Context: an optimization exercise on an open-source flow, tuned for small area, a short achievable clock period and few clock cycles per item. The choices shown serve that exercise and are no tape-out recipe. At most, simulation tests tie the RTL to the original design; equivalence was not proved.

==> module speck64_core, before the edit <==
module speck64_core (
    input  wire          clk,
    input  wire          rst,           
    output wire          ready,
    input  wire          key_load,
    input  wire [127:0]  key_in,        
    input  wire          blk_start,
    input  wire          blk_dec,
    input  wire [63:0]   blk_in,        
    output reg           blk_done,
    output wire [63:0]   blk_out
);
    reg  [4:0]   ph;        
    reg          nokey;     
    reg          run;       
    reg          expand;    
    reg          dec;       
    reg  [63:0]  dat;       
    reg  [63:0]  res;       
    reg  [127:0] ka, kb;
    reg  last;              
    wire [31:0] x = dat[63:32];
    wire [31:0] y = dat[31:0];
    wire [31:0] xf, yf, xi, yi;
    wire [31:0] af_l, af_k, bi_l, bi_k;
    wire [4:0]  ph_b = 5'd25 - ph;
    speck_round         u_dat_f (.x_in(x), .y_in(y), .k_in(ka[31:0]), .x_out(xf), .y_out(yf));
    speck_round_inverse u_dat_i (.x_in(x), .y_in(y), .k_in(kb[31:0]), .x_out(xi), .y_out(yi));
    speck_round         u_key_f (.x_in(ka[63:32]), .y_in(ka[31:0]), .k_in({27'd0, ph}),
                                 .x_out(af_l), .y_out(af_k));
    speck_round_inverse u_key_i (.x_in(kb[127:96]), .y_in(kb[31:0]), .k_in({27'd0, ph_b}),
                                 .x_out(bi_l), .y_out(bi_k));
    assign ready   = last;
    assign blk_out = res;
    always @(posedge clk or posedge rst) begin
        if (rst) begin
            ph       <= 5'd26;
            last     <= 1'b1;
            nokey    <= 1'b1;
            run      <= 1'b0;
            expand   <= 1'b0;
            blk_done <= 1'b0;
        end else begin
            blk_done <= run && last;
            if (last && nokey && !key_load) begin
                run    <= 1'b0;
                expand <= 1'b0;
            end else if (last) begin
                ph     <= 5'd0;
                last   <= 1'b0;
                nokey  <= 1'b0;
                run    <= blk_start;
                expand <= key_load;
            end else begin
                ph     <= ph + 5'd1;
                last   <= (ph == 5'd25);
            end
        end
    end
    always @(posedge clk) begin
        res <= dec ? {xi, yi} : {xf, yf};
        if (last) begin
            dec <= blk_dec;
            dat <= blk_in;
        end else begin
            dat <= dec ? {xi, yi} : {xf, yf};
        end
        if (last) begin
            ka <= key_load ? key_in : kb;
            kb <= ka;
        end else begin
            ka <= {af_l, ka[127:64], af_k};
            if (!expand)
                kb <= {kb[95:32], bi_l, bi_k};
            else if (ph == 5'd0)
                kb <= ka;
        end
    end
endmodule
clock: 7.0 ns
lec_check: 0
cap_margin: 20
core_margin: 2
core_utilization: 40
setup_slack_margin: 3.6
slew_margin: 20
standard.sh (not shown) runs the stock make flow with config.mk's settings and CLKGATE_MAP_FILE= SYNTH_SCRIPT=/design/flow/synth_recipe.tcl, a recipe that flattens the netlist after the stock synthesis.
==> flow/flow/run.sh <==
#!/bin/bash
# The standard layout, with the port buffers made from the smallest buffer
# (buf_1) instead of the one buffer_ports picks by default.
set -euo pipefail
export BUFFER_PORTS_ARGS="-buffer_cell sky130_fd_sc_hd__buf_1"
bash standard.sh > standard_flow.log 2>&1
Rerun with:
--- a/flow/design.v
+++ b/flow/design.v
@@ -65,6 +65,7 @@
     output wire [63:0]   blk_out
 );
     reg  [4:0]   ph;        
+    reg  [4:0]   ph_b;      
     reg          nokey;     
     reg          run;       
     reg          expand;    
@@ -77,7 +78,6 @@
     wire [31:0] y = dat[31:0];
     wire [31:0] xf, yf, xi, yi;
     wire [31:0] af_l, af_k, bi_l, bi_k;
-    wire [4:0]  ph_b = 5'd25 - ph;
     speck_round         u_dat_f (.x_in(x), .y_in(y), .k_in(ka[31:0]), .x_out(xf), .y_out(yf));
     speck_round_inverse u_dat_i (.x_in(x), .y_in(y), .k_in(kb[31:0]), .x_out(xi), .y_out(yi));
     speck_round         u_key_f (.x_in(ka[63:32]), .y_in(ka[31:0]), .k_in({27'd0, ph}),
@@ -88,7 +88,6 @@
     assign blk_out = res;
     always @(posedge clk or posedge rst) begin
         if (rst) begin
-            ph       <= 5'd26;
             last     <= 1'b1;
             nokey    <= 1'b1;
             run      <= 1'b0;
@@ -100,15 +99,22 @@
                 run    <= 1'b0;
                 expand <= 1'b0;
             end else if (last) begin
-                ph     <= 5'd0;
                 last   <= 1'b0;
                 nokey  <= 1'b0;
                 run    <= blk_start;
                 expand <= key_load;
             end else begin
-                ph     <= ph + 5'd1;
                 last   <= (ph == 5'd25);
             end
+        end
+    end
+    always @(posedge clk) begin
+        if (last) begin
+            ph   <= 5'd0;
+            ph_b <= 5'd25;
+        end else begin
+            ph   <= ph + 5'd1;
+            ph_b <= ph_b - 5'd1;
         end
     end
     always @(posedge clk) begin
The changed run passed the timing, design-rule and antenna checks.
Design area increases by 1.0%.
Die area increases by 1.5%.
Non-clock buffer count decreases by 15.
Clock-buffer cell count decreases by 2.
Routed wire length increases by about 3%.
Cell count increases by about 1.3%.
Testbench counts after the change, summed over its fixed seeds: cycles 22,264, blocks 784.
Function not checked in the first run of this note: the RTL went through the layout flow alone.

## middle
Another version of the RTL of speck64_core (not shown whole).
Size: roughly 4,400 cells after synthesis, ~920 flip-flops, ~46,000 sq um of cells after synthesis.
==> module speck64_core, before the edit <==
module speck64_core #(
    parameter NE = 3
)(
    input  wire          clk,
    input  wire          rst,           
    output wire          ready,
    input  wire          key_load,
    input  wire [127:0]  key_in,        
    input  wire          blk_start,
    input  wire          blk_dec,
    input  wire [63:0]   blk_in,        
    output reg           blk_done,
    output wire [63:0]   blk_out
);
    reg  [4:0]    ph;        
    reg  [4:0]    ph_b;      
    reg  [NE-1:0] sl;        
    reg           nokey;     
    reg  [NE-1:0] run;       
    reg  [NE-1:0] dec;       
    reg  [NE-1:0] show;      
    reg           expand;    
    reg           pend;      
    reg  [127:0]  ka, kb, kbuf;
    wire last = sl[0];
    wire [NE-1:0] take;
    assign take[0] = last && !pend;
    genvar j;
    generate
        for (j = 1; j < NE; j = j + 1) begin : g_take
            assign take[j] = sl[j] && run[j-1];
        end
    endgenerate
    wire [NE-1:0] sl_next = {sl[NE-1:1], last};    
    wire late_key = key_load && |take[NE-1:1];
    wire stay     = last && nokey && !key_load;     
    assign ready = |take;
    wire [31:0] af_l, af_k, bi_l, bi_k;
    speck_round         u_key_f (.x_in(ka[63:32]), .y_in(ka[31:0]), .k_in({27'd0, ph}),
                                 .x_out(af_l), .y_out(af_k));
    speck_round_inverse u_key_i (.x_in(kb[127:96]), .y_in(kb[31:0]), .k_in({27'd0, ph_b}),
                                 .x_out(bi_l), .y_out(bi_k));
    wire [32*NE-1:0] kdf, kdi;
    assign kdf[31:0] = ka[31:0];
    assign kdi[31:0] = kb[31:0];
    wire [63:0] res_sel [0:NE];
    assign res_sel[0] = 64'd0;
    generate
        for (j = 0; j < NE; j = j + 1) begin : g_eng
            reg  [63:0] dat;     
            reg  [63:0] res;     
            wire [31:0] xf, yf, xi, yi;
            if (j > 0) begin : g_kd
                reg [31:0] kf, ki;
                always @(posedge clk) begin
                    kf <= kdf[32*(j-1) +: 32];
                    ki <= kdi[32*(j-1) +: 32];
                end
                assign kdf[32*j +: 32] = kf;
                assign kdi[32*j +: 32] = ki;
            end
            speck_round         u_f (.x_in(dat[63:32]), .y_in(dat[31:0]), .k_in(kdf[32*j +: 32]),
                                     .x_out(xf), .y_out(yf));
            speck_round_inverse u_i (.x_in(dat[63:32]), .y_in(dat[31:0]), .k_in(kdi[32*j +: 32]),
                                     .x_out(xi), .y_out(yi));
            always @(posedge clk) begin
                res <= dec[j] ? {xi, yi} : {xf, yf};
                if (sl[j])
                    dat <= blk_in;
                else
                    dat <= dec[j] ? {xi, yi} : {xf, yf};
            end
            assign res_sel[j+1] = res_sel[j] | (show[j] ? res : 64'd0);
        end
    endgenerate
    assign blk_out = res_sel[NE];
    always @(posedge clk or posedge rst) begin
        if (rst) begin
            sl       <= {{(NE-1){1'b0}}, 1'b1};
            nokey    <= 1'b1;
            run      <= {NE{1'b0}};
            dec      <= {NE{1'b0}};
            show     <= {NE{1'b0}};
            expand   <= 1'b0;
            pend     <= 1'b0;
            blk_done <= 1'b0;
        end else begin
            blk_done <= |(run & sl);
            show     <= sl;
            if (stay) begin
                run[0] <= 1'b0;
            end else begin
                sl[0] <= (ph == 5'd25);
                sl[NE-1:1] <= sl_next[NE-2:0];
                run <= (run & ~sl) | (take & sl & {NE{blk_start}});
                dec <= (dec & ~sl) | (sl & {NE{blk_dec}});
                if (last) begin
                    nokey  <= 1'b0;
                    expand <= pend || key_load;
                    pend   <= 1'b0;
                end
                if (late_key)
                    pend <= 1'b1;
            end
        end
    end
    always @(posedge clk) begin
        if (last) begin
            ph   <= 5'd0;
            ph_b <= 5'd25;
        end else begin
            ph   <= ph + 5'd1;
            ph_b <= ph_b - 5'd1;
        end
    end
    always @(posedge clk) begin
        if (late_key)
            kbuf <= key_in;
        if (last) begin
            if (pend)
                ka <= kbuf;
            else if (key_load)
                ka <= key_in;
            else
                ka <= kb;
            kb <= ka;
        end else begin
            ka <= {af_l, ka[127:64], af_k};
            if (!expand)
                kb <= {kb[95:32], bi_l, bi_k};
            else if (sl[1])
                kb <= ka;
        end
    end
endmodule
==> flow/config.mk <==
export PLATFORM = sky130hd
export DESIGN_NAME = speck64_core
export DESIGN_NICKNAME = speck64_core
export VERILOG_FILES = /design/flow/design.v
export SDC_FILE = /design/flow/constraint.sdc
export NUM_CORES = 4
export LEC_CHECK = 0
export CAP_MARGIN = 20
export CORE_MARGIN = 2
export CORE_UTILIZATION = 40
export SETUP_SLACK_MARGIN = 3.6
export SLEW_MARGIN = 20
==> flow/constraint.sdc <==
create_clock -name core_clock -period 7.0 [get_ports {clk}]
set_input_delay 1.4000 -clock core_clock [delete_from_list [all_inputs] [get_ports {clk}]]
set_output_delay 1.4000 -clock core_clock [all_outputs]
set_load 0.01 [all_outputs]
Scripts as last shown in full above: flow/flow/run.sh
[inputs] west vs middle
-- flow/design.v --
<<< middle, line 54
endmodule
module speck64_core #(
    parameter NE = 3
)(
    input  wire          clk,
>>> west, line 54
endmodule
module speck64_core #(
    parameter NE = 4
)(
    input  wire          clk,
<<< middle, line 90
    wire stay     = last && nokey && !key_load;     
    assign ready = |take;
    wire [31:0] af_l, af_k, bi_l, bi_k;
    speck_round         u_key_f (.x_in(ka[63:32]), .y_in(ka[31:0]), .k_in({27'd0, ph}),
                                 .x_out(af_l), .y_out(af_k));
    speck_round_inverse u_key_i (.x_in(kb[127:96]), .y_in(kb[31:0]), .k_in({27'd0, ph_b}),
                                 .x_out(bi_l), .y_out(bi_k));
    wire [32*NE-1:0] kdf, kdi;
    assign kdf[31:0] = ka[31:0];
>>> west, line 90
    wire stay     = last && nokey && !key_load;     
    assign ready = |take;
    reg  [31:0]   kn;        
    wire [31:0] af_l, af_k;
    speck_round         u_key_f (.x_in(ka[63:32]), .y_in(ka[31:0]), .k_in({27'd0, ph}),
                                 .x_out(af_l), .y_out(af_k));
    wire [31:0] bd;
    speck_add u_key_i (.a(kb[127:96] ^ {27'd0, ph_b}), .b(~kn), .ci(1'b1), .s(bd));
    wire [127:0] kb_inv = {kb[95:64], kb[63:32], bd[23:0], bd[31:24], kn};
    wire [31:0]  kn_inv = {kn[2:0] ^ kb[66:64], kn[31:3] ^ kb[95:67]};     
    wire [31:0]  ka_kn  = ka[31:0] ^ ka[127:96];
    wire [31:0]  kn_ka  = {ka_kn[2:0], ka_kn[31:3]};                      
    wire [32*NE-1:0] kdf, kdi;
    assign kdf[31:0] = ka[31:0];
<<< middle, line 179
                ka <= kb;
            kb <= ka;
        end else begin
            ka <= {af_l, ka[127:64], af_k};
            if (!expand)
                kb <= {kb[95:32], bi_l, bi_k};
            else if (sl[1])
                kb <= ka;
        end
    end
>>> west, line 184
                ka <= kb;
            kb <= ka;
            kn <= kn_ka;
        end else begin
            ka <= {af_l, ka[127:64], af_k};
            if (!expand) begin
                kb <= kb_inv;
                kn <= kn_inv;
            end else if (sl[1]) begin
                kb <= ka;
                kn <= kn_ka;
            end
        end
    end
| full die area | higher: west |. In summary, west completed successfully, with a layout that passed the timing, design-rule and antenna checks. Changes observed in west relative to middle: number of instances resized during post-cts repair moved up, post-layout instance area grew by 28%, share of synthesized cell area in and, or, nand and nor gates higher, detailed-placement wirelength estimate rose by about 28%.
Function was not checked in any run of this note: the RTL went through the layout flow alone.

==> what the ideal ports hide <==
The results above use ideal ports. As a check the final layouts listed here were re-extracted and re-timed, cells and wires unchanged. Step 1 (the two cells are an assumption about what drives the block):
set clk [get_ports {clk}]
set_driving_cell -lib_cell sky130_fd_sc_hd__clkbuf_16 $clk
set_driving_cell -lib_cell sky130_fd_sc_hd__buf_2 [delete_from_list [all_inputs] $clk]
Step 2, shift: input delay + t, output delay - t, t = (earliest + latest rising clock arrival at the registers) / 2. This alone moves slack from input paths to output paths. Three values: ideal, step 1, step 2; two values: the first two.
run | t (ns) | slack for setup (ns) | worst hold slack (ns) | latest minus earliest clock arrival (ns)
the first run of note 1 | 0.641 | 3.431 / 3.431 / 3.431 | 0.470 / 0.470 / 0.470 | 0.018 / 0.019
the second run of note 1 | 0.641 | 3.603 / 3.603 / 3.599 | 0.463 / 0.463 / 0.463 | 0.021 / 0.021
middle | 0.772 | 3.077 / 3.007 / 3.410 | 0.374 / 0.374 / 0.374 | 0.037 / 0.037
west | 0.851 | 3.253 / 3.176 / 3.300 | 0.365 / 0.365 / 0.365 | 0.022 / 0.021
After both steps setup and hold are still met in every run listed. The setup slack of the second run of note 1, which loses most, moves by 0.000 ns with the drivers and by -0.004 ns with both steps.
